Source: an optimization exercise on an open RTL-to-GDS flow (aim: small area and a short achievable clock period). Production flows keep margins and buffers that such runs may drop. Function was not checked in any run shown here: the RTL went through the layout flow alone. Power and IR drop assume default switching activity.

==> flow/design.v, too long to show whole: its modules and the start of the top module <==
// module multiplier: 3621 lines
// module FA: 4 lines
// module FAX: 6 lines
// module HA: 4 lines
// module HAN: 4 lines
// module OR2: 3 lines
// module FA1: 4 lines
// module MAJ: 3 lines
// module BTWO: 3 lines
// module BSGN: 3 lines
// module PPSEL: 3 lines
// module PPSELN: 3 lines
// module INV: 3 lines
// module NAND2: 3 lines
// module NOR2: 3 lines
// module XOR2: 3 lines
// module XNOR2: 3 lines
// module AOI21: 3 lines
// module OAI21: 3 lines
// module CPA: 1076 lines
module multiplier (
    input clk,
    input rst,
    input start,
    input [31:0] A,
    input [31:0] B,
    input [7:0] Physical_address_in,
    input [31:0] PC_in,
    output [63:0] Product,
    output reg done,
    output reg [7:0] Physical_address_out,
    output reg [31:0] PC_out
);
  // ...
==> flow/flow/run.sh <==
#!/bin/bash
# Layout flow: the standard ORFS flow (standard.sh) with extra ORFS
# settings read from flow/knobs.txt (one VAR=value per line; @FLOW@ stands
# for this flow folder). Its output goes to standard.log.
set -euo pipefail
flowdir="$(pwd)/flow"
knobs=()
while IFS= read -r line; do
  [[ -z "$line" || "$line" == \#* ]] && continue
  knobs+=("${line//@FLOW@/$flowdir}")
done < flow/knobs.txt
bash standard.sh "${knobs[@]}" finish > standard.log 2>&1
==> flow/flow/downsize.tcl <==
# Start the layout from the smallest drive strength of every logic cell that
# synthesis sized up; the flow's timing repair then sizes up what needs it.
set n 0
foreach inst [[ord::get_db_block] getInsts] {
  set m [[$inst getMaster] getName]
  if {![regexp {^(sky130_fd_sc_hd__[a-z0-9]+)_([0-9]+)$} $m -> base size]} { continue }
  if {$size <= 1} { continue }
  if {[string match "*df*" $base] || [string match "*conb*" $base] || [string match "*clk*" $base] || [string match "*maj3*" $base]} { continue }
  set small [get_lib_cells -quiet ${base}_1]
  if {$small == ""} { continue }
  replace_cell [$inst getName] $small
  incr n
}
puts "downsize: $n cells set to drive strength 1"
==> flow/flow/knobs.txt <==
BUFFER_PORTS_ARGS=-buffer_cell sky130_fd_sc_hd__buf_1
PRE_FLOORPLAN_TCL=@FLOW@/downsize.tcl
==> flow/standard.sh <==
#!/bin/bash
# synth_recipe.tcl (not shown) runs the flow's synth.tcl, then flattens the netlist and writes it again
# the make line also repeats each setting of config.mk as NAME=value (left out here)
make -C /OpenROAD-flow-scripts/flow DESIGN_CONFIG=/design/flow/config.mk WORK_HOME=/design/flow/orfs CLKGATE_MAP_FILE= SYNTH_SCRIPT=/design/flow/synth_recipe.tcl "${@:-finish}"
==> flow/config.mk <==
export PLATFORM = sky130hd
export DESIGN_NAME = multiplier
export DESIGN_NICKNAME = multiplier
export VERILOG_FILES = /design/flow/design.v
export SDC_FILE = /design/flow/constraint.sdc
export NUM_CORES = 8
export LEC_CHECK = 0
export CAP_MARGIN = 20
export CORE_MARGIN = 2
export CORE_UTILIZATION = 40
export PLACE_DENSITY = 0.7
export SETUP_SLACK_MARGIN = 0.8
export SLEW_MARGIN = 20
export SYNTH_HIERARCHICAL = 1
export SYNTH_MINIMUM_KEEP_SIZE = 0
==> flow/constraint.sdc <==
create_clock -name core_clock -period 5.0 [get_ports {clk}]
set_input_delay 1.0000 -clock core_clock [delete_from_list [all_inputs] [get_ports {clk}]]
set_output_delay 1.0000 -clock core_clock [all_outputs]
set_load 0.01 [all_outputs]
==> impl_metrics.toml, run 1 <==
[critical_path]
critPathLaunchType = "register"
worstPathCellList = "xor2_1 > xor2_1 > xor2_1 > a21oi_2 > o21ai_4 > a21oi_4 > o21ai_2 > buf_6 > clkinvlp_4 > o21ai_1 > a21oi_1 > xnor2_1 > buf_1"

[power]
top_power_group = "combinational logic"
total_leakage_power_nw = 11.9

[layout]
final_common_cell = "xor2_1"
multiInputGateArea_um2 = 23500

[grt]
grt_use_total_pct = 25.3
antenna_found_initial = 8
grt.busiest_layer = "met2"
grt-ovfl-total = 0

[synthesis]
synth_cells = 2663
ys_warn_count = 7

[place]
pre_cts_slack_ns = 0.285

[sta]
finalSetupViolCount = 0
worst_pin_slew_ns = 0.919

[floorplanning]
core_area_um2 = 66900
ios = 212
nWellTaps = 873
die_y_um = 263

[routing]
routed_wl_um = 89100
avgRoutedWirePerCell_um = 22.3
ant_nets = 0
met2WireLength_um = 41500

[clock_tree]
post_cts_resized = 31
path_clk_slew_ns = 0.09
cts_tree = "built"

[status]
status = "timing/DRC/antenna clean"
==> inputs of run 2 (changes only) <==
--- a/flow/design.v
+++ b/flow/design.v
@@ -3041,20 +3041,20 @@
   FA u_101 (.a(c10), .b(s12), .c(s13), .s(s101), .co(c101));
   FA u_102 (.a(pp11_9), .b(pp12_7), .c(pp13_5), .s(s102), .co(c102));
   FA u_103 (.a(pp14_3), .b(pp15_1), .c(c15), .s(s103), .co(c103));
   FA u_104 (.a(s19), .b(c12), .c(c13), .s(s104), .co(c104));
   FA u_105 (.a(c14), .b(s16), .c(s17), .s(s105), .co(c105));
   FA u_106 (.a(pp11_10), .b(pp12_8), .c(pp13_6), .s(s106), .co(c106));
   FA u_107 (.a(pp14_4), .b(pp15_2), .c(c19), .s(s107), .co(c107));
   FA u_108 (.a(c16), .b(c17), .c(c18), .s(s108), .co(c108));
-  FA u_109 (.a(s20), .b(s21), .c(s22), .s(s109), .co(c109));
+  FAX u_109 (.a(s20), .b(s21), .c(s22), .s(s109), .co(c109));
   FA u_110 (.a(pp12_9), .b(pp13_7), .c(s24), .s(s110), .co(c110));
   FA u_111 (.a(pp14_5), .b(pp15_3), .c(s28), .s(s111), .co(c111));
-  FA u_112 (.a(c20), .b(c21), .c(c22), .s(s112), .co(c112));
+  FAX u_112 (.a(c20), .b(c21), .c(c22), .s(s112), .co(c112));
   FA u_113 (.a(c23), .b(s25), .c(s26), .s(s113), .co(c113));
   FA u_114 (.a(c24), .b(pp13_8), .c(pp14_6), .s(s114), .co(c114));
   FA u_115 (.a(pp15_4), .b(c28), .c(s29), .s(s115), .co(c115));
   FA u_116 (.a(s33), .b(c25), .c(c26), .s(s116), .co(c116));
   FA u_117 (.a(c27), .b(s30), .c(s31), .s(s117), .co(c117));
   FA u_118 (.a(pp12_11), .b(pp13_9), .c(pp14_7), .s(s118), .co(c118));
   FA u_119 (.a(pp15_5), .b(c33), .c(s34), .s(s119), .co(c119));
   FA u_120 (.a(c29), .b(c30), .c(c31), .s(s120), .co(c120));
@@ -3077,17 +3077,17 @@
   FA u_137 (.a(c47), .b(c45), .c(c46), .s(s137), .co(c137));
   FA u_138 (.a(pp7_26), .b(pp8_24), .c(pp9_22), .s(s138), .co(c138));
   FA u_139 (.a(pp10_20), .b(pp11_18), .c(pp12_16), .s(s139), .co(c139));
   FA u_140 (.a(pp13_14), .b(pp14_12), .c(pp15_10), .s(s140), .co(c140));
   FA u_141 (.a(s51), .b(c48), .c(s50), .s(s141), .co(c141));
   FA u_142 (.a(pp6_29), .b(pp7_27), .c(pp8_25), .s(s142), .co(c142));
   FA u_143 (.a(pp9_23), .b(pp10_21), .c(pp11_19), .s(s143), .co(c143));
   FA u_144 (.a(pp12_17), .b(pp13_15), .c(pp14_13), .s(s144), .co(c144));
-  FA u_145 (.a(pp15_11), .b(c51), .c(s52), .s(s145), .co(c145));
+  FAX u_145 (.a(pp15_11), .b(c51), .c(s52), .s(s145), .co(c145));
   FA u_146 (.a(s53), .b(pp5_32), .c(pp6_30), .s(s146), .co(c146));
   FA u_147 (.a(pp7_28), .b(pp8_26), .c(pp9_24), .s(s147), .co(c147));
   FA u_148 (.a(pp10_22), .b(pp11_20), .c(pp12_18), .s(s148), .co(c148));
   FA u_149 (.a(pp13_16), .b(pp14_14), .c(pp15_12), .s(s149), .co(c149));
   FA u_150 (.a(sgn5), .b(pp16_11), .c(c53), .s(s150), .co(c150));
   FA u_151 (.a(pp6_31), .b(pp7_29), .c(pp8_27), .s(s151), .co(c151));
   FA u_152 (.a(pp9_25), .b(pp10_23), .c(pp11_21), .s(s152), .co(c152));
   FA u_153 (.a(pp12_19), .b(pp13_17), .c(pp14_15), .s(s153), .co(c153));
@@ -3138,91 +3138,91 @@
   FA u_197 (.a(pp8_5), .b(pp9_3), .c(pp10_1), .s(s197), .co(c197));
   FA u_198 (.a(c62), .b(s65), .c(c60), .s(s198), .co(c198));
   FA u_199 (.a(c61), .b(s63), .c(s64), .s(s199), .co(c199));
   FA u_200 (.a(pp10_2), .b(pp11_0), .c(c65), .s(s200), .co(c200));
   FA u_201 (.a(s69), .b(c63), .c(c64), .s(s201), .co(c201));
   FA u_202 (.a(s66), .b(s67), .c(s68), .s(s202), .co(c202));
   FA u_203 (.a(pp11_1), .b(c69), .c(s73), .s(s203), .co(c203));
   FA u_204 (.a(c66), .b(c67), .c(c68), .s(s204), .co(c204));
-  FA u_205 (.a(s70), .b(s71), .c(s72), .s(s205), .co(c205));
+  FAX u_205 (.a(s70), .b(s71), .c(s72), .s(s205), .co(c205));
   FA u_206 (.a(c73), .b(s0), .c(c70), .s(s206), .co(c206));
-  FA u_207 (.a(c71), .b(c72), .c(s74), .s(s207), .co(c207));
-  FA u_208 (.a(s75), .b(s76), .c(s77), .s(s208), .co(c208));
+  FAX u_207 (.a(c71), .b(c72), .c(s74), .s(s207), .co(c207));
+  FAX u_208 (.a(s75), .b(s76), .c(s77), .s(s208), .co(c208));
   FA u_209 (.a(s1), .b(c74), .c(c75), .s(s209), .co(c209));
-  FA u_210 (.a(c76), .b(c77), .c(s78), .s(s210), .co(c210));
-  FA u_211 (.a(s79), .b(s80), .c(s81), .s(s211), .co(c211));
+  FAX u_210 (.a(c76), .b(c77), .c(s78), .s(s210), .co(c210));
+  FAX u_211 (.a(s79), .b(s80), .c(s81), .s(s211), .co(c211));
   FA u_212 (.a(c78), .b(c79), .c(c80), .s(s212), .co(c212));
-  FA u_213 (.a(s82), .b(s83), .c(s84), .s(s213), .co(c213));
-  FA u_214 (.a(s2), .b(c81), .c(s85), .s(s214), .co(c214));
+  FAX u_213 (.a(s82), .b(s83), .c(s84), .s(s213), .co(c213));
+  FAX u_214 (.a(s2), .b(c81), .c(s85), .s(s214), .co(c214));
   FA u_215 (.a(c82), .b(c83), .c(c84), .s(s215), .co(c215));
   FA u_216 (.a(s86), .b(s87), .c(s88), .s(s216), .co(c216));
   FA u_217 (.a(s4), .b(c85), .c(s89), .s(s217), .co(c217));
   FA u_218 (.a(c86), .b(c87), .c(c88), .s(s218), .co(c218));
   FA u_219 (.a(s90), .b(s91), .c(s7), .s(s219), .co(c219));
-  FA u_220 (.a(s92), .b(c89), .c(s93), .s(s220), .co(c220));
+  FAX u_220 (.a(s92), .b(c89), .c(s93), .s(s220), .co(c220));
   FA u_221 (.a(c90), .b(c91), .c(s94), .s(s221), .co(c221));
   FA u_222 (.a(s95), .b(s10), .c(c92), .s(s222), .co(c222));
-  FA u_223 (.a(s96), .b(c93), .c(s97), .s(s223), .co(c223));
+  FAX u_223 (.a(s96), .b(c93), .c(s97), .s(s223), .co(c223));
   FA u_224 (.a(c94), .b(c95), .c(s98), .s(s224), .co(c224));
   FA u_225 (.a(s99), .b(s14), .c(c96), .s(s225), .co(c225));
-  FA u_226 (.a(s100), .b(c97), .c(s101), .s(s226), .co(c226));
+  FAX u_226 (.a(s100), .b(c97), .c(s101), .s(s226), .co(c226));
   FA u_227 (.a(c98), .b(c99), .c(s102), .s(s227), .co(c227));
   FA u_228 (.a(s18), .b(s103), .c(c100), .s(s228), .co(c228));
-  FA u_229 (.a(c101), .b(s104), .c(s105), .s(s229), .co(c229));
+  FAX u_229 (.a(c101), .b(s104), .c(s105), .s(s229), .co(c229));
   FA u_230 (.a(c102), .b(s106), .c(s23), .s(s230), .co(c230));
   FA u_231 (.a(c103), .b(s107), .c(c104), .s(s231), .co(c231));
-  FA u_232 (.a(c105), .b(s108), .c(s109), .s(s232), .co(c232));
+  FAX u_232 (.a(s109), .b(c105), .c(s108), .s(s232), .co(c232));
   FA u_233 (.a(c106), .b(s110), .c(s27), .s(s233), .co(c233));
   FA u_234 (.a(c107), .b(s111), .c(c108), .s(s234), .co(c234));
-  FA u_235 (.a(c109), .b(s112), .c(s113), .s(s235), .co(c235));
+  FAX u_235 (.a(s112), .b(c109), .c(s113), .s(s235), .co(c235));
   FA u_236 (.a(c110), .b(s114), .c(s32), .s(s236), .co(c236));
-  FA u_237 (.a(c111), .b(c112), .c(s115), .s(s237), .co(c237));
-  FA u_238 (.a(c113), .b(s116), .c(s117), .s(s238), .co(c238));
+  FAX u_237 (.a(c111), .b(c112), .c(s115), .s(s237), .co(c237));
+  FAX u_238 (.a(c113), .b(s116), .c(s117), .s(s238), .co(c238));
   FA u_239 (.a(c114), .b(s118), .c(s37), .s(s239), .co(c239));
-  FA u_240 (.a(c116), .b(c115), .c(s119), .s(s240), .co(c240));
-  FA u_241 (.a(c117), .b(s120), .c(s121), .s(s241), .co(c241));
+  FAX u_240 (.a(c116), .b(c115), .c(s119), .s(s240), .co(c240));
+  FAX u_241 (.a(c117), .b(s120), .c(s121), .s(s241), .co(c241));
   FA u_242 (.a(c118), .b(s122), .c(s40), .s(s242), .co(c242));
-  FA u_243 (.a(c120), .b(c119), .c(s123), .s(s243), .co(c243));
-  FA u_244 (.a(s124), .b(c121), .c(s125), .s(s244), .co(c244));
+  FAX u_243 (.a(c120), .b(c119), .c(s123), .s(s243), .co(c243));
+  FAX u_244 (.a(s124), .b(c121), .c(s125), .s(s244), .co(c244));
   FA u_245 (.a(c122), .b(s126), .c(s127), .s(s245), .co(c245));
-  FA u_246 (.a(s44), .b(c123), .c(s128), .s(s246), .co(c246));
-  FA u_247 (.a(c124), .b(c125), .c(s129), .s(s247), .co(c247));
+  FAX u_246 (.a(s44), .b(c123), .c(s128), .s(s246), .co(c246));
+  FAX u_247 (.a(c124), .b(c125), .c(s129), .s(s247), .co(c247));
   FA u_248 (.a(c126), .b(c127), .c(s130), .s(s248), .co(c248));
-  FA u_249 (.a(s131), .b(s46), .c(s132), .s(s249), .co(c249));
-  FA u_250 (.a(c128), .b(c129), .c(s133), .s(s250), .co(c250));
+  FAX u_249 (.a(s131), .b(s46), .c(s132), .s(s249), .co(c249));
+  FAX u_250 (.a(c128), .b(c129), .c(s133), .s(s250), .co(c250));
   FA u_251 (.a(c130), .b(c131), .c(s134), .s(s251), .co(c251));
-  FA u_252 (.a(s135), .b(s49), .c(s136), .s(s252), .co(c252));
-  FA u_253 (.a(c133), .b(c132), .c(s137), .s(s253), .co(c253));
+  FAX u_252 (.a(s135), .b(s49), .c(s136), .s(s252), .co(c252));
+  FAX u_253 (.a(c133), .b(c132), .c(s137), .s(s253), .co(c253));
   FA u_254 (.a(c134), .b(c135), .c(c49), .s(s254), .co(c254));
   FA u_255 (.a(s138), .b(s139), .c(s140), .s(s255), .co(c255));
-  FA u_256 (.a(c137), .b(c136), .c(s141), .s(s256), .co(c256));
+  FAX u_256 (.a(c137), .b(c136), .c(s141), .s(s256), .co(c256));
   FA u_257 (.a(c138), .b(c139), .c(c140), .s(s257), .co(c257));
   FA u_258 (.a(c50), .b(s142), .c(s143), .s(s258), .co(c258));
-  FA u_259 (.a(s144), .b(c141), .c(s145), .s(s259), .co(c259));
+  FA u_259 (.a(s144), .b(s145), .c(c141), .s(s259), .co(c259));
   FA u_260 (.a(c142), .b(c143), .c(c144), .s(s260), .co(c260));
-  FA u_261 (.a(c52), .b(s146), .c(s147), .s(s261), .co(c261));
-  FA u_262 (.a(s148), .b(s149), .c(c145), .s(s262), .co(c262));
+  FAX u_261 (.a(c52), .b(s146), .c(s147), .s(s261), .co(c261));
+  FAX u_262 (.a(s148), .b(s149), .c(c145), .s(s262), .co(c262));
   FA u_263 (.a(pp15_13), .b(s150), .c(c146), .s(s263), .co(c263));
   FA u_264 (.a(c147), .b(c148), .c(c149), .s(s264), .co(c264));
-  FA u_265 (.a(s151), .b(s152), .c(s153), .s(s265), .co(c265));
+  FAX u_265 (.a(s151), .b(s152), .c(s153), .s(s265), .co(c265));
   FA u_266 (.a(pp15_14), .b(c150), .c(s154), .s(s266), .co(c266));
   FA u_267 (.a(s157), .b(c151), .c(c152), .s(s267), .co(c267));
-  FA u_268 (.a(c153), .b(s155), .c(s156), .s(s268), .co(c268));
+  FAX u_268 (.a(c153), .b(s155), .c(s156), .s(s268), .co(c268));
   FA u_269 (.a(pp14_17), .b(pp15_15), .c(s158), .s(s269), .co(c269));
   FA u_270 (.a(c157), .b(c154), .c(c155), .s(s270), .co(c270));
   FA u_271 (.a(c156), .b(s159), .c(s160), .s(s271), .co(c271));
   FA u_272 (.a(pp13_20), .b(pp14_18), .c(pp15_16), .s(s272), .co(c272));
   FA u_273 (.a(s163), .b(c158), .c(s161), .s(s273), .co(c273));
   FA u_274 (.a(c159), .b(c160), .c(s162), .s(s274), .co(c274));
   FA u_275 (.a(pp12_23), .b(pp13_21), .c(pp14_19), .s(s275), .co(c275));
-  FA u_276 (.a(pp15_17), .b(c163), .c(s164), .s(s276), .co(c276));
+  FAX u_276 (.a(pp15_17), .b(c163), .c(s164), .s(s276), .co(c276));
   FA u_277 (.a(c161), .b(c162), .c(s165), .s(s277), .co(c277));
   FA u_278 (.a(pp11_26), .b(pp12_24), .c(pp13_22), .s(s278), .co(c278));
-  FA u_279 (.a(pp14_20), .b(pp15_18), .c(s166), .s(s279), .co(c279));
+  FAX u_279 (.a(pp14_20), .b(pp15_18), .c(s166), .s(s279), .co(c279));
   FA u_280 (.a(s167), .b(c164), .c(c165), .s(s280), .co(c280));
   FA u_281 (.a(pp10_29), .b(pp11_27), .c(pp12_25), .s(s281), .co(c281));
   FA u_282 (.a(pp13_23), .b(pp14_21), .c(pp15_19), .s(s282), .co(c282));
   FA u_283 (.a(c167), .b(c166), .c(s168), .s(s283), .co(c283));
   FA u_284 (.a(s169), .b(pp9_32), .c(pp10_30), .s(s284), .co(c284));
   FA u_285 (.a(pp11_28), .b(pp12_26), .c(pp13_24), .s(s285), .co(c285));
   FA u_286 (.a(pp14_22), .b(pp15_20), .c(c168), .s(s286), .co(c286));
   FA u_287 (.a(sgn9), .b(pp16_19), .c(c169), .s(s287), .co(c287));
@@ -3260,77 +3260,77 @@
   FA u_318 (.a(s182), .b(s183), .c(s184), .s(s318), .co(c318));
   FA u_319 (.a(c182), .b(c183), .c(s185), .s(s319), .co(c319));
   FA u_320 (.a(s186), .b(c184), .c(s187), .s(s320), .co(c320));
   FA u_321 (.a(c185), .b(c186), .c(s188), .s(s321), .co(c321));
   FA u_322 (.a(s189), .b(c187), .c(s190), .s(s322), .co(c322));
   FA u_323 (.a(c188), .b(c189), .c(s191), .s(s323), .co(c323));
   FA u_324 (.a(s192), .b(c190), .c(s193), .s(s324), .co(c324));
   FA u_325 (.a(c191), .b(s194), .c(c192), .s(s325), .co(c325));
-  FA u_326 (.a(s195), .b(c193), .c(s196), .s(s326), .co(c326));
+  FAX u_326 (.a(s195), .b(c193), .c(s196), .s(s326), .co(c326));
   FA u_327 (.a(c194), .b(s197), .c(c195), .s(s327), .co(c327));
-  FA u_328 (.a(s198), .b(c196), .c(s199), .s(s328), .co(c328));
-  FA u_329 (.a(c197), .b(s200), .c(c198), .s(s329), .co(c329));
-  FA u_330 (.a(c199), .b(s201), .c(s202), .s(s330), .co(c330));
-  FA u_331 (.a(c200), .b(s203), .c(c201), .s(s331), .co(c331));
-  FA u_332 (.a(c202), .b(s204), .c(s205), .s(s332), .co(c332));
-  FA u_333 (.a(c203), .b(c204), .c(s206), .s(s333), .co(c333));
-  FA u_334 (.a(c205), .b(s207), .c(s208), .s(s334), .co(c334));
-  FA u_335 (.a(c206), .b(c207), .c(c208), .s(s335), .co(c335));
-  FA u_336 (.a(s209), .b(s210), .c(s211), .s(s336), .co(c336));
-  FA u_337 (.a(c209), .b(c210), .c(s212), .s(s337), .co(c337));
-  FA u_338 (.a(s213), .b(c211), .c(s214), .s(s338), .co(c338));
+  FAX u_328 (.a(s198), .b(c196), .c(s199), .s(s328), .co(c328));
+  FAX u_329 (.a(c197), .b(s200), .c(c198), .s(s329), .co(c329));
+  FAX u_330 (.a(c199), .b(s201), .c(s202), .s(s330), .co(c330));
+  FAX u_331 (.a(c200), .b(s203), .c(c201), .s(s331), .co(c331));
+  FAX u_332 (.a(s205), .b(c202), .c(s204), .s(s332), .co(c332));
+  FAX u_333 (.a(c203), .b(c204), .c(s206), .s(s333), .co(c333));
+  FAX u_334 (.a(s207), .b(c205), .c(s208), .s(s334), .co(c334));
+  FAX u_335 (.a(c206), .b(c208), .c(c207), .s(s335), .co(c335));
+  FAX u_336 (.a(s210), .b(s211), .c(s209), .s(s336), .co(c336));
+  FAX u_337 (.a(c209), .b(c210), .c(s212), .s(s337), .co(c337));
+  FAX u_338 (.a(s213), .b(s214), .c(c211), .s(s338), .co(c338));
   FAX u_339 (.a(c212), .b(c213), .c(s215), .s(s339), .co(c339));
-  FA u_340 (.a(s216), .b(c214), .c(s217), .s(s340), .co(c340));
+  FAX u_340 (.a(s216), .b(c214), .c(s217), .s(s340), .co(c340));
   FA u_341 (.a(c215), .b(c216), .c(s218), .s(s341), .co(c341));
-  FA u_342 (.a(s219), .b(c217), .c(s220), .s(s342), .co(c342));
+  FAX u_342 (.a(s219), .b(s220), .c(c217), .s(s342), .co(c342));
   FA u_343 (.a(c218), .b(c219), .c(s221), .s(s343), .co(c343));
-  FA u_344 (.a(s222), .b(c220), .c(s223), .s(s344), .co(c344));
+  FAX u_344 (.a(s222), .b(s223), .c(c220), .s(s344), .co(c344));
   FA u_345 (.a(c221), .b(s224), .c(s225), .s(s345), .co(c345));
-  FA u_346 (.a(c222), .b(c223), .c(s226), .s(s346), .co(c346));
-  FA u_347 (.a(c224), .b(s227), .c(s228), .s(s347), .co(c347));
-  FA u_348 (.a(c225), .b(c226), .c(s229), .s(s348), .co(c348));
-  FA u_349 (.a(c227), .b(s230), .c(s231), .s(s349), .co(c349));
-  FA u_350 (.a(c228), .b(c229), .c(s232), .s(s350), .co(c350));
-  FA u_351 (.a(c230), .b(s233), .c(s234), .s(s351), .co(c351));
-  FA u_352 (.a(c231), .b(c232), .c(s235), .s(s352), .co(c352));
+  FAX u_346 (.a(c222), .b(s226), .c(c223), .s(s346), .co(c346));
+  FAX u_347 (.a(c224), .b(s227), .c(s228), .s(s347), .co(c347));
+  FAX u_348 (.a(c225), .b(s229), .c(c226), .s(s348), .co(c348));
+  FAX u_349 (.a(c227), .b(s230), .c(s231), .s(s349), .co(c349));
+  FAX u_350 (.a(c228), .b(s232), .c(c229), .s(s350), .co(c350));
+  FAX u_351 (.a(c230), .b(s233), .c(s234), .s(s351), .co(c351));
+  FAX u_352 (.a(c231), .b(s235), .c(c232), .s(s352), .co(c352));
   FA u_353 (.a(c233), .b(s236), .c(c234), .s(s353), .co(c353));
-  FA u_354 (.a(s237), .b(c235), .c(s238), .s(s354), .co(c354));
-  FA u_355 (.a(c236), .b(s239), .c(c237), .s(s355), .co(c355));
-  FA u_356 (.a(s240), .b(c238), .c(s241), .s(s356), .co(c356));
+  FAX u_354 (.a(s237), .b(s238), .c(c235), .s(s354), .co(c354));
+  FAX u_355 (.a(c236), .b(s239), .c(c237), .s(s355), .co(c355));
+  FAX u_356 (.a(s240), .b(s241), .c(c238), .s(s356), .co(c356));
   FAX u_357 (.a(c239), .b(s242), .c(s243), .s(s357), .co(c357));
-  FAX u_358 (.a(c240), .b(c241), .c(s244), .s(s358), .co(c358));
-  FA u_359 (.a(c242), .b(s245), .c(s246), .s(s359), .co(c359));
-  FAX u_360 (.a(c243), .b(c244), .c(s247), .s(s360), .co(c360));
-  FA u_361 (.a(c245), .b(s248), .c(s249), .s(s361), .co(c361));
-  FA u_362 (.a(c246), .b(c247), .c(s250), .s(s362), .co(c362));
-  FA u_363 (.a(c248), .b(s251), .c(s252), .s(s363), .co(c363));
-  FA u_364 (.a(c249), .b(c250), .c(s253), .s(s364), .co(c364));
-  FA u_365 (.a(c251), .b(s254), .c(c252), .s(s365), .co(c365));
-  FA u_366 (.a(s255), .b(c253), .c(s256), .s(s366), .co(c366));
+  FAX u_358 (.a(c240), .b(s244), .c(c241), .s(s358), .co(c358));
+  FAX u_359 (.a(c242), .b(s245), .c(s246), .s(s359), .co(c359));
+  FAX u_360 (.a(c243), .b(s247), .c(c244), .s(s360), .co(c360));
+  FAX u_361 (.a(c245), .b(s248), .c(s249), .s(s361), .co(c361));
+  FAX u_362 (.a(c246), .b(s250), .c(c247), .s(s362), .co(c362));
+  FAX u_363 (.a(c248), .b(s251), .c(s252), .s(s363), .co(c363));
+  FAX u_364 (.a(c249), .b(s253), .c(c250), .s(s364), .co(c364));
+  FAX u_365 (.a(c251), .b(s254), .c(c252), .s(s365), .co(c365));
+  FAX u_366 (.a(s255), .b(c253), .c(s256), .s(s366), .co(c366));
   FA u_367 (.a(c254), .b(c255), .c(s257), .s(s367), .co(c367));
   FA u_368 (.a(s258), .b(c256), .c(s259), .s(s368), .co(c368));
   FA u_369 (.a(c257), .b(c258), .c(s260), .s(s369), .co(c369));
-  FA u_370 (.a(s261), .b(c259), .c(s262), .s(s370), .co(c370));
-  FA u_371 (.a(c260), .b(s263), .c(c261), .s(s371), .co(c371));
-  FAX u_372 (.a(s264), .b(s265), .c(c262), .s(s372), .co(c372));
-  FA u_373 (.a(c263), .b(c264), .c(s266), .s(s373), .co(c373));
-  FA u_374 (.a(c265), .b(s267), .c(s268), .s(s374), .co(c374));
-  FA u_375 (.a(c267), .b(c266), .c(s269), .s(s375), .co(c375));
-  FA u_376 (.a(s270), .b(c268), .c(s271), .s(s376), .co(c376));
-  FA u_377 (.a(s272), .b(c270), .c(c269), .s(s377), .co(c377));
+  FAX u_370 (.a(s261), .b(s262), .c(c259), .s(s370), .co(c370));
+  FAX u_371 (.a(c260), .b(c261), .c(s263), .s(s371), .co(c371));
+  FAX u_372 (.a(s265), .b(s264), .c(c262), .s(s372), .co(c372));
+  FAX u_373 (.a(c263), .b(c264), .c(s266), .s(s373), .co(c373));
+  FAX u_374 (.a(c265), .b(s268), .c(s267), .s(s374), .co(c374));
+  FAX u_375 (.a(c267), .b(c266), .c(s269), .s(s375), .co(c375));
+  FAX u_376 (.a(c268), .b(s270), .c(s271), .s(s376), .co(c376));
+  FAX u_377 (.a(s272), .b(c270), .c(c269), .s(s377), .co(c377));
   FA u_378 (.a(s273), .b(c271), .c(s274), .s(s378), .co(c378));
-  FA u_379 (.a(c272), .b(s275), .c(s276), .s(s379), .co(c379));
+  FAX u_379 (.a(c272), .b(s275), .c(s276), .s(s379), .co(c379));
   FA u_380 (.a(c273), .b(c274), .c(s277), .s(s380), .co(c380));
-  FA u_381 (.a(c275), .b(s278), .c(s279), .s(s381), .co(c381));
+  FAX u_381 (.a(c275), .b(s278), .c(s279), .s(s381), .co(c381));
   FA u_382 (.a(c276), .b(c277), .c(s280), .s(s382), .co(c382));
   FA u_383 (.a(c278), .b(s281), .c(s282), .s(s383), .co(c383));
-  FA u_384 (.a(c280), .b(c279), .c(s283), .s(s384), .co(c384));
+  FAX u_384 (.a(c279), .b(c280), .c(s283), .s(s384), .co(c384));
   FA u_385 (.a(c281), .b(c282), .c(s284), .s(s385), .co(c385));
-  FA u_386 (.a(s285), .b(c283), .c(s286), .s(s386), .co(c386));
+  FAX u_386 (.a(s285), .b(c283), .c(s286), .s(s386), .co(c386));
   FA u_387 (.a(s287), .b(c284), .c(c285), .s(s387), .co(c387));
   FA u_388 (.a(s288), .b(s289), .c(c286), .s(s388), .co(c388));
   FA u_389 (.a(c287), .b(s292), .c(s290), .s(s389), .co(c389));
   FA u_390 (.a(c288), .b(c289), .c(s291), .s(s390), .co(c390));
   FA u_391 (.a(pp15_23), .b(c292), .c(s293), .s(s391), .co(c391));
   FA u_392 (.a(c290), .b(c291), .c(s294), .s(s392), .co(c392));
   FA u_393 (.a(pp14_26), .b(pp15_24), .c(s295), .s(s393), .co(c393));
   FA u_394 (.a(s296), .b(c293), .c(c294), .s(s394), .co(c394));
@@ -3355,49 +3355,49 @@
   FA u_412 (.a(c305), .b(s307), .c(s308), .s(s412), .co(c412));
   FA u_413 (.a(c307), .b(s309), .c(c308), .s(s413), .co(c413));
   FA u_414 (.a(c309), .b(s311), .c(c310), .s(s414), .co(c414));
   FA u_415 (.a(c311), .b(s313), .c(c312), .s(s415), .co(c415));
   FA u_416 (.a(c313), .b(s315), .c(c314), .s(s416), .co(c416));
   FA u_417 (.a(c315), .b(c316), .c(s317), .s(s417), .co(c417));
   FA u_418 (.a(c317), .b(s319), .c(c318), .s(s418), .co(c418));
   FA u_419 (.a(c319), .b(s321), .c(c320), .s(s419), .co(c419));
-  FA u_420 (.a(c321), .b(s323), .c(c322), .s(s420), .co(c420));
-  FA u_421 (.a(c323), .b(s325), .c(c324), .s(s421), .co(c421));
-  FA u_422 (.a(c325), .b(s327), .c(c326), .s(s422), .co(c422));
-  FA u_423 (.a(c327), .b(s329), .c(c328), .s(s423), .co(c423));
-  FA u_424 (.a(c329), .b(s331), .c(c330), .s(s424), .co(c424));
-  FA u_425 (.a(c331), .b(s333), .c(c332), .s(s425), .co(c425));
-  FAX u_426 (.a(c333), .b(c334), .c(s335), .s(s426), .co(c426));
+  FAX u_420 (.a(c321), .b(s323), .c(c322), .s(s420), .co(c420));
+  FAX u_421 (.a(c323), .b(s325), .c(c324), .s(s421), .co(c421));
+  FAX u_422 (.a(c325), .b(s327), .c(c326), .s(s422), .co(c422));
+  FAX u_423 (.a(s329), .b(c327), .c(c328), .s(s423), .co(c423));
+  FAX u_424 (.a(c329), .b(s331), .c(c330), .s(s424), .co(c424));
+  FAX u_425 (.a(c331), .b(s333), .c(c332), .s(s425), .co(c425));
+  FAX u_426 (.a(c333), .b(s335), .c(c334), .s(s426), .co(c426));
   FAX u_427 (.a(c335), .b(s337), .c(c336), .s(s427), .co(c427));
-  FAX u_428 (.a(c337), .b(s339), .c(c338), .s(s428), .co(c428));
-  FA u_429 (.a(c339), .b(s341), .c(c340), .s(s429), .co(c429));
+  FAX u_428 (.a(s339), .b(c337), .c(c338), .s(s428), .co(c428));
+  FAX u_429 (.a(c339), .b(s341), .c(c340), .s(s429), .co(c429));
   FAX u_430 (.a(c341), .b(s343), .c(c342), .s(s430), .co(c430));
   FAX u_431 (.a(c343), .b(s345), .c(c344), .s(s431), .co(c431));
-  FAX u_432 (.a(c345), .b(s347), .c(c346), .s(s432), .co(c432));
-  FAX u_433 (.a(c347), .b(s349), .c(c348), .s(s433), .co(c433));
-  FAX u_434 (.a(c349), .b(s351), .c(c350), .s(s434), .co(c434));
-  FAX u_435 (.a(c351), .b(s353), .c(c352), .s(s435), .co(c435));
-  FAX u_436 (.a(c353), .b(s355), .c(c354), .s(s436), .co(c436));
+  FAX u_432 (.a(s347), .b(c345), .c(c346), .s(s432), .co(c432));
+  FAX u_433 (.a(s349), .b(c347), .c(c348), .s(s433), .co(c433));
+  FAX u_434 (.a(s351), .b(c349), .c(c350), .s(s434), .co(c434));
+  FAX u_435 (.a(c352), .b(c351), .c(s353), .s(s435), .co(c435));
+  FAX u_436 (.a(s355), .b(c353), .c(c354), .s(s436), .co(c436));
   FAX u_437 (.a(s357), .b(c355), .c(c356), .s(s437), .co(c437));
-  FAX u_438 (.a(c357), .b(c358), .c(s359), .s(s438), .co(c438));
-  FAX u_439 (.a(c360), .b(c359), .c(s361), .s(s439), .co(c439));
-  FAX u_440 (.a(c361), .b(c362), .c(s363), .s(s440), .co(c440));
-  FAX u_441 (.a(c364), .b(c363), .c(s365), .s(s441), .co(c441));
+  FAX u_438 (.a(s359), .b(c357), .c(c358), .s(s438), .co(c438));
+  FAX u_439 (.a(s361), .b(c359), .c(c360), .s(s439), .co(c439));
+  FAX u_440 (.a(s363), .b(c361), .c(c362), .s(s440), .co(c440));
+  FAX u_441 (.a(c363), .b(s365), .c(c364), .s(s441), .co(c441));
   FAX u_442 (.a(s367), .b(c365), .c(c366), .s(s442), .co(c442));
   FAX u_443 (.a(c367), .b(s369), .c(s370), .s(s443), .co(c443));
-  FAX u_444 (.a(c369), .b(s371), .c(s372), .s(s444), .co(c444));
+  FAX u_444 (.a(s371), .b(s372), .c(c369), .s(s444), .co(c444));
   FAX u_445 (.a(c371), .b(s373), .c(s374), .s(s445), .co(c445));
-  FAX u_446 (.a(c373), .b(s375), .c(c374), .s(s446), .co(c446));
-  FA u_447 (.a(c375), .b(s377), .c(c376), .s(s447), .co(c447));
-  FA u_448 (.a(c377), .b(c378), .c(s379), .s(s448), .co(c448));
-  FA u_449 (.a(c379), .b(c380), .c(s381), .s(s449), .co(c449));
-  FA u_450 (.a(s383), .b(c381), .c(s384), .s(s450), .co(c450));
-  FA u_451 (.a(c383), .b(s385), .c(s386), .s(s451), .co(c451));
-  FA u_452 (.a(c385), .b(s387), .c(s388), .s(s452), .co(c452));
+  FAX u_446 (.a(s375), .b(c373), .c(c374), .s(s446), .co(c446));
+  FAX u_447 (.a(s377), .b(c375), .c(c376), .s(s447), .co(c447));
+  FAX u_448 (.a(s379), .b(c377), .c(c378), .s(s448), .co(c448));
+  FAX u_449 (.a(s381), .b(c379), .c(c380), .s(s449), .co(c449));
+  FAX u_450 (.a(c381), .b(s383), .c(s384), .s(s450), .co(c450));
+  FAX u_451 (.a(c383), .b(s385), .c(s386), .s(s451), .co(c451));
+  FAX u_452 (.a(c385), .b(s387), .c(s388), .s(s452), .co(c452));
   FA u_453 (.a(c387), .b(s389), .c(s390), .s(s453), .co(c453));
   FA u_454 (.a(c389), .b(c390), .c(s391), .s(s454), .co(c454));
   FA u_455 (.a(c391), .b(c392), .c(s393), .s(s455), .co(c455));
   FA u_456 (.a(s395), .b(c393), .c(s396), .s(s456), .co(c456));
   FA u_457 (.a(c395), .b(s397), .c(s398), .s(s457), .co(c457));
   FA u_458 (.a(s399), .b(c397), .c(s400), .s(s458), .co(c458));
   FA u_459 (.a(c399), .b(s402), .c(s401), .s(s459), .co(c459));
   FA u_460 (.a(pp15_29), .b(c402), .c(s403), .s(s460), .co(c460));
@@ -3415,52 +3415,52 @@
   FA u_471 (.a(s303), .b(c409), .c(s410), .s(s471), .co(c471));
   FA u_472 (.a(s306), .b(c410), .c(s411), .s(s472), .co(c472));
   FA u_473 (.a(c306), .b(c411), .c(s412), .s(s473), .co(c473));
   FA u_474 (.a(s310), .b(c412), .c(s413), .s(s474), .co(c474));
   FA u_475 (.a(s312), .b(c413), .c(s414), .s(s475), .co(c475));
   FA u_476 (.a(s314), .b(c414), .c(s415), .s(s476), .co(c476));
   FA u_477 (.a(s316), .b(c415), .c(s416), .s(s477), .co(c477));
   FA u_478 (.a(s318), .b(c416), .c(s417), .s(s478), .co(c478));
-  FA u_479 (.a(s320), .b(c417), .c(s418), .s(s479), .co(c479));
-  FA u_480 (.a(s322), .b(c418), .c(s419), .s(s480), .co(c480));
+  FAX u_479 (.a(s320), .b(c417), .c(s418), .s(s479), .co(c479));
+  FAX u_480 (.a(s322), .b(c418), .c(s419), .s(s480), .co(c480));
   FAX u_481 (.a(s324), .b(c419), .c(s420), .s(s481), .co(c481));
-  FAX u_482 (.a(s326), .b(c420), .c(s421), .s(s482), .co(c482));
-  FAX u_483 (.a(s328), .b(c421), .c(s422), .s(s483), .co(c483));
-  FAX u_484 (.a(s330), .b(c422), .c(s423), .s(s484), .co(c484));
-  FAX u_485 (.a(s332), .b(c423), .c(s424), .s(s485), .co(c485));
-  FAX u_486 (.a(s334), .b(c424), .c(s425), .s(s486), .co(c486));
+  FAX u_482 (.a(s326), .b(s421), .c(c420), .s(s482), .co(c482));
+  FAX u_483 (.a(s328), .b(s422), .c(c421), .s(s483), .co(c483));
+  FAX u_484 (.a(s330), .b(s423), .c(c422), .s(s484), .co(c484));
+  FAX u_485 (.a(s332), .b(s424), .c(c423), .s(s485), .co(c485));
+  FAX u_486 (.a(s334), .b(s425), .c(c424), .s(s486), .co(c486));
   FAX u_487 (.a(s336), .b(c425), .c(s426), .s(s487), .co(c487));
   FAX u_488 (.a(s338), .b(c426), .c(s427), .s(s488), .co(c488));
-  FAX u_489 (.a(s340), .b(s428), .c(c427), .s(s489), .co(c489));
+  FAX u_489 (.a(s340), .b(c427), .c(s428), .s(s489), .co(c489));
   FAX u_490 (.a(r28_0), .b(r28_1), .c(r28_2), .s(s490), .co(c490));
   FAX u_491 (.a(r29_0), .b(r29_1), .c(r29_2), .s(s491), .co(c491));
   FAX u_492 (.a(r30_0), .b(r30_1), .c(r30_2), .s(s492), .co(c492));
   FAX u_493 (.a(r31_0), .b(r31_1), .c(r31_2), .s(s493), .co(c493));
   FAX u_494 (.a(r32_0), .b(r32_1), .c(r32_2), .s(s494), .co(c494));
   FAX u_495 (.a(r33_0), .b(r33_1), .c(r33_2), .s(s495), .co(c495));
   FAX u_496 (.a(r34_0), .b(r34_1), .c(r34_2), .s(s496), .co(c496));
   FAX u_497 (.a(r35_0), .b(r35_1), .c(r35_2), .s(s497), .co(c497));
   FAX u_498 (.a(r36_0), .b(r36_1), .c(r36_2), .s(s498), .co(c498));
   FAX u_499 (.a(r37_0), .b(r37_1), .c(r37_2), .s(s499), .co(c499));
   FAX u_500 (.a(r38_0), .b(r38_1), .c(r38_2), .s(s500), .co(c500));
   FAX u_501 (.a(r39_0), .b(r39_1), .c(r39_2), .s(s501), .co(c501));
   FAX u_502 (.a(r40_0), .b(r40_1), .c(r40_2), .s(s502), .co(c502));
   FAX u_503 (.a(r41_0), .b(r41_1), .c(r41_2), .s(s503), .co(c503));
   FAX u_504 (.a(r42_0), .b(r42_1), .c(r42_2), .s(s504), .co(c504));
   FAX u_505 (.a(r43_0), .b(r43_1), .c(r43_2), .s(s505), .co(c505));
-  FAX u_506 (.a(c372), .b(c444), .c(s445), .s(s506), .co(c506));
-  FAX u_507 (.a(s376), .b(s446), .c(c445), .s(s507), .co(c507));
+  FAX u_506 (.a(c372), .b(s445), .c(c444), .s(s506), .co(c506));
+  FAX u_507 (.a(s376), .b(c445), .c(s446), .s(s507), .co(c507));
   FAX u_508 (.a(s378), .b(c446), .c(s447), .s(s508), .co(c508));
-  FAX u_509 (.a(s380), .b(c447), .c(s448), .s(s509), .co(c509));
-  FAX u_510 (.a(s382), .b(c448), .c(s449), .s(s510), .co(c510));
-  FAX u_511 (.a(c382), .b(c449), .c(s450), .s(s511), .co(c511));
-  FAX u_512 (.a(c384), .b(c450), .c(s451), .s(s512), .co(c512));
+  FAX u_509 (.a(s380), .b(s448), .c(c447), .s(s509), .co(c509));
+  FAX u_510 (.a(s382), .b(s449), .c(c448), .s(s510), .co(c510));
+  FAX u_511 (.a(c382), .b(s450), .c(c449), .s(s511), .co(c511));
+  FAX u_512 (.a(c384), .b(s451), .c(c450), .s(s512), .co(c512));
   FAX u_513 (.a(c386), .b(s452), .c(c451), .s(s513), .co(c513));
-  FA u_514 (.a(c388), .b(s453), .c(c452), .s(s514), .co(c514));
+  FAX u_514 (.a(c388), .b(s453), .c(c452), .s(s514), .co(c514));
   FA u_515 (.a(s392), .b(c453), .c(s454), .s(s515), .co(c515));
   FA u_516 (.a(s394), .b(c454), .c(s455), .s(s516), .co(c516));
   FA u_517 (.a(c394), .b(c455), .c(s456), .s(s517), .co(c517));
   FA u_518 (.a(c396), .b(c456), .c(s457), .s(s518), .co(c518));
   FA u_519 (.a(c398), .b(s458), .c(c457), .s(s519), .co(c519));
   FA u_520 (.a(c400), .b(c458), .c(s459), .s(s520), .co(c520));
   FA u_521 (.a(c401), .b(c459), .c(s460), .s(s521), .co(c521));
   FA u_522 (.a(c403), .b(s461), .c(c460), .s(s522), .co(c522));
==> flow/config.mk (replaced) <==
export PLATFORM = sky130hd
export DESIGN_NAME = multiplier
export DESIGN_NICKNAME = multiplier
export VERILOG_FILES = /design/flow/design.v
export SDC_FILE = /design/flow/constraint.sdc
export NUM_CORES = 8
export LEC_CHECK = 0
export CAP_MARGIN = 20
export CORE_MARGIN = 2
export CORE_UTILIZATION = 40
export PLACE_DENSITY = 0.7
export SETUP_SLACK_MARGIN = 0.75
export SLEW_MARGIN = 20
export SYNTH_HIERARCHICAL = 1
export SYNTH_MINIMUM_KEEP_SIZE = 0
==> impl_metrics.toml, run 2 <==
[grt]
grt-ovfl-total = 0
grt_pass1_vias = 23600
use_met1_pct = 32.1
grtUsageMet3_pct = 4.89
grt_max_degree = 30
grt_pass1_wl_um = 135000
grt_use_total_pct = 24.4
grt_use_met2_pct = 39.8
antenna_found_initial = 5
grt.busiest_layer = "met2"

[routing]
vias = 23800
avgRoutedWirePerCell_um = 20.8
ant_nets = 0
vias_per_cell = 5.65
first_iter_violations = 2551
drtPass1Iterations = 6
routed_wl_um = 87600
drc = 0

[sta]
hold_viol = 0
fin_ws_ns = 0.924
hold_ws_ns = 0.586
min_period_ns = 4.08
slew_headroom_pct = 37.4
rsz0062_at_grt = "true"
fmax_ghz = 0.245
setup_tns_ns = 0
maxSlewViolCount = 0
period_share_pct = 81.5
worst_pin_slew_ns = 0.939
finalSetupViolCount = 0

[clock_tree]
cts_buffers = 17
path_clk_slew_ns = 0.08
htree_levels = 4
cts_tree = "built"
clk_path_buf_depth = 2
hold_buffers = 0
numClockSinks = 184
cts-root-buf = "clkbuf_16"

[layout]
fillers = 6607
largest_reg_flops = 32
final_common_cell = "xor2_1"
top_regs = "PC_out (32), Physical_address_out (8)"
multiInputGateArea_um2 = 24000
seq_area_um2 = 3680
layout.nets = 3701
mostFrequentLayoutCells = "xor2_1, a22oi_1, fa_1"
top_register = "PC_out"
layout-drive-gt1-share_pct = 13.0

[power]
clock_power_share_pct = 5.8
pwr-share-seq_pct = 11.4
p_sw_share_pct = 52.6
p_int_mw = 11.2
switchingPower_mw = 12.5
power_density_nw_per_um2 = 739
power_frac_comb_pct = 82.7
total_leakage_power_nw = 12.0
peakVddDrop_v = 0.000441

[job]
maxCapViolCount = 0

[critical_path]
crit_path_end_kind = "output port"
crit_type = "reg -> out"
crit_fanout = 8
critPathLaunchType = "register"
required_ns = 4.00
cp_data_arrival_time_ns = 3.08
crit_start = "r33_0$_DFF_P_"

[floorplanning]
ios = 212
dieArea_um2 = 71400
core_area_um2 = 68600
die_x_um = 267
initial_utilization_pct = 40.4
num_rows = 96
die_y_um = 267

[worst_hold_path]
hp-class = "in -> reg"
min_from = "Physical_address_in[2]"
holdPathStages = 1
hold-path-endpoint = "Physical_address_out[2]$_DFF_P_"

[place]
dpl.hpwl_um = 70500
io_buffers = 211
place.gp.congestion = 0.960
pre_cts_slack_ns = 0.522

[status]
status = "timing/DRC/antenna clean"

[synthesis]
synth_cells = 2851
ys_warn_count = 7
run 2: critical path: stages, from the launching register on:
cell     delay (ns)
dfxtp_1        0.37
xor2_1         0.19
xor2_1         0.23
xor2_1         0.32
a21oi_2        0.14
o21ai_2        0.23
a21oi_4        0.13
o21ai_4        0.22
inv_2          0.14
o21ai_1        0.16
a21oi_1        0.07
xnor2_1        0.19
buf_1          0.17
run 2: what timing repair did:
item,CTS,global route
setup buffers,7,9
resized for setup,26,36
gates cloned,0,1
pin swaps,10,26
setup endpoints to repair,34,34
run 2: layout make-up:
type                            count  area share [%]
Multi-Input combinational cell   2597            75.0
Timing Repair Buffer              393            7.21
Clock inverter                     13           0.418
Clock buffer                       19            1.35
Inverter                           73           0.855
Antenna cell                        4          0.0312
Tap cell                          931            3.64
Sequential cell                   184            11.5
run 2: power groups by stage:
stage / sequential (mW) / combinational [mW] / clock [mW]
after floorplan: 2.66 / 13.4 / 0
after global placement: 2.71 / 18.2 / 0
after detailed placement: 2.72 / 18.6 / 0
after CTS: 2.70 / 19.1 / 1.44
after global routing: 2.78 / 21.6 / 1.49
final: 2.70 / 19.6 / 1.38
run 2: how the worst max path moves through the flow:
stage / slack (ns) / cells past startpoint / end
2_1_floorplan: 0.83 / 8 / r35_0$_DFF_P_
3_3_place_gp: 0.54 / 9 / r35_0$_DFF_P_
3_5_place_dp: 0.52 / 9 / r35_0$_DFF_P_
4_1_cts: 0.77 / 13 / Product[36]
5_1_grt: 0.68 / 12 / Product[49]
6_report: 0.92 / 12 / Product[51]
run 2: through the flow:
step	utilization [%]	total power, mW	std cells	cell area, µm²
finish	46.7	23.7	4214	32000
global route	46.7	25.9	4212	32000
CTS	46.3	23.3	4200	31800
global placement	45.3	21.0	4161	31100
detailed placement	45.3	21.3	4161	31100
floorplan	-	16.1	2858	27800
run 2: per-layer routing:
layer / share of wire [%] / wire length, µm / vias to the layer above
li1: - / - / 10900
met4: 3.3 / 2870 / 6
met3: 8.4 / 7320 / 163
met2: 47 / 40800 / 1088
met1: 42 / 36600 / 11600
met5: 0.041 / 36 / -

## what the ideal ports hide
The results above use ideal ports. As a check the final layouts listed here were re-extracted and re-timed, cells and wires unchanged.
Step 1 (the two cells are an assumption about what drives the block):
set clk [get_ports {clk}]
set_driving_cell -lib_cell sky130_fd_sc_hd__clkbuf_16 $clk
set_driving_cell -lib_cell sky130_fd_sc_hd__buf_2 [delete_from_list [all_inputs] $clk]
Step 2 adds t to the input delays and takes it off the output delays; t is the mean of the earliest and latest rising clock arrival at the registers after step 1. Input paths then give back, and output paths get back, about the clock's delay inside the block.
a / b / c = ideal / step 1 / step 2; a / b = the first two.
run | t (ns) | slack for setup (ns) | worst setup path after step 2
run 1 | 0.572 | 0.854 / 0.793 / 0.298 | input to register
run 2 | 0.559 | 0.924 / 0.863 / 0.413 | input to register
After both steps setup and hold are still met in every run listed. The setup slack of run 1, which loses most, moves by -0.061 ns with the drivers and by -0.556 ns with both steps.
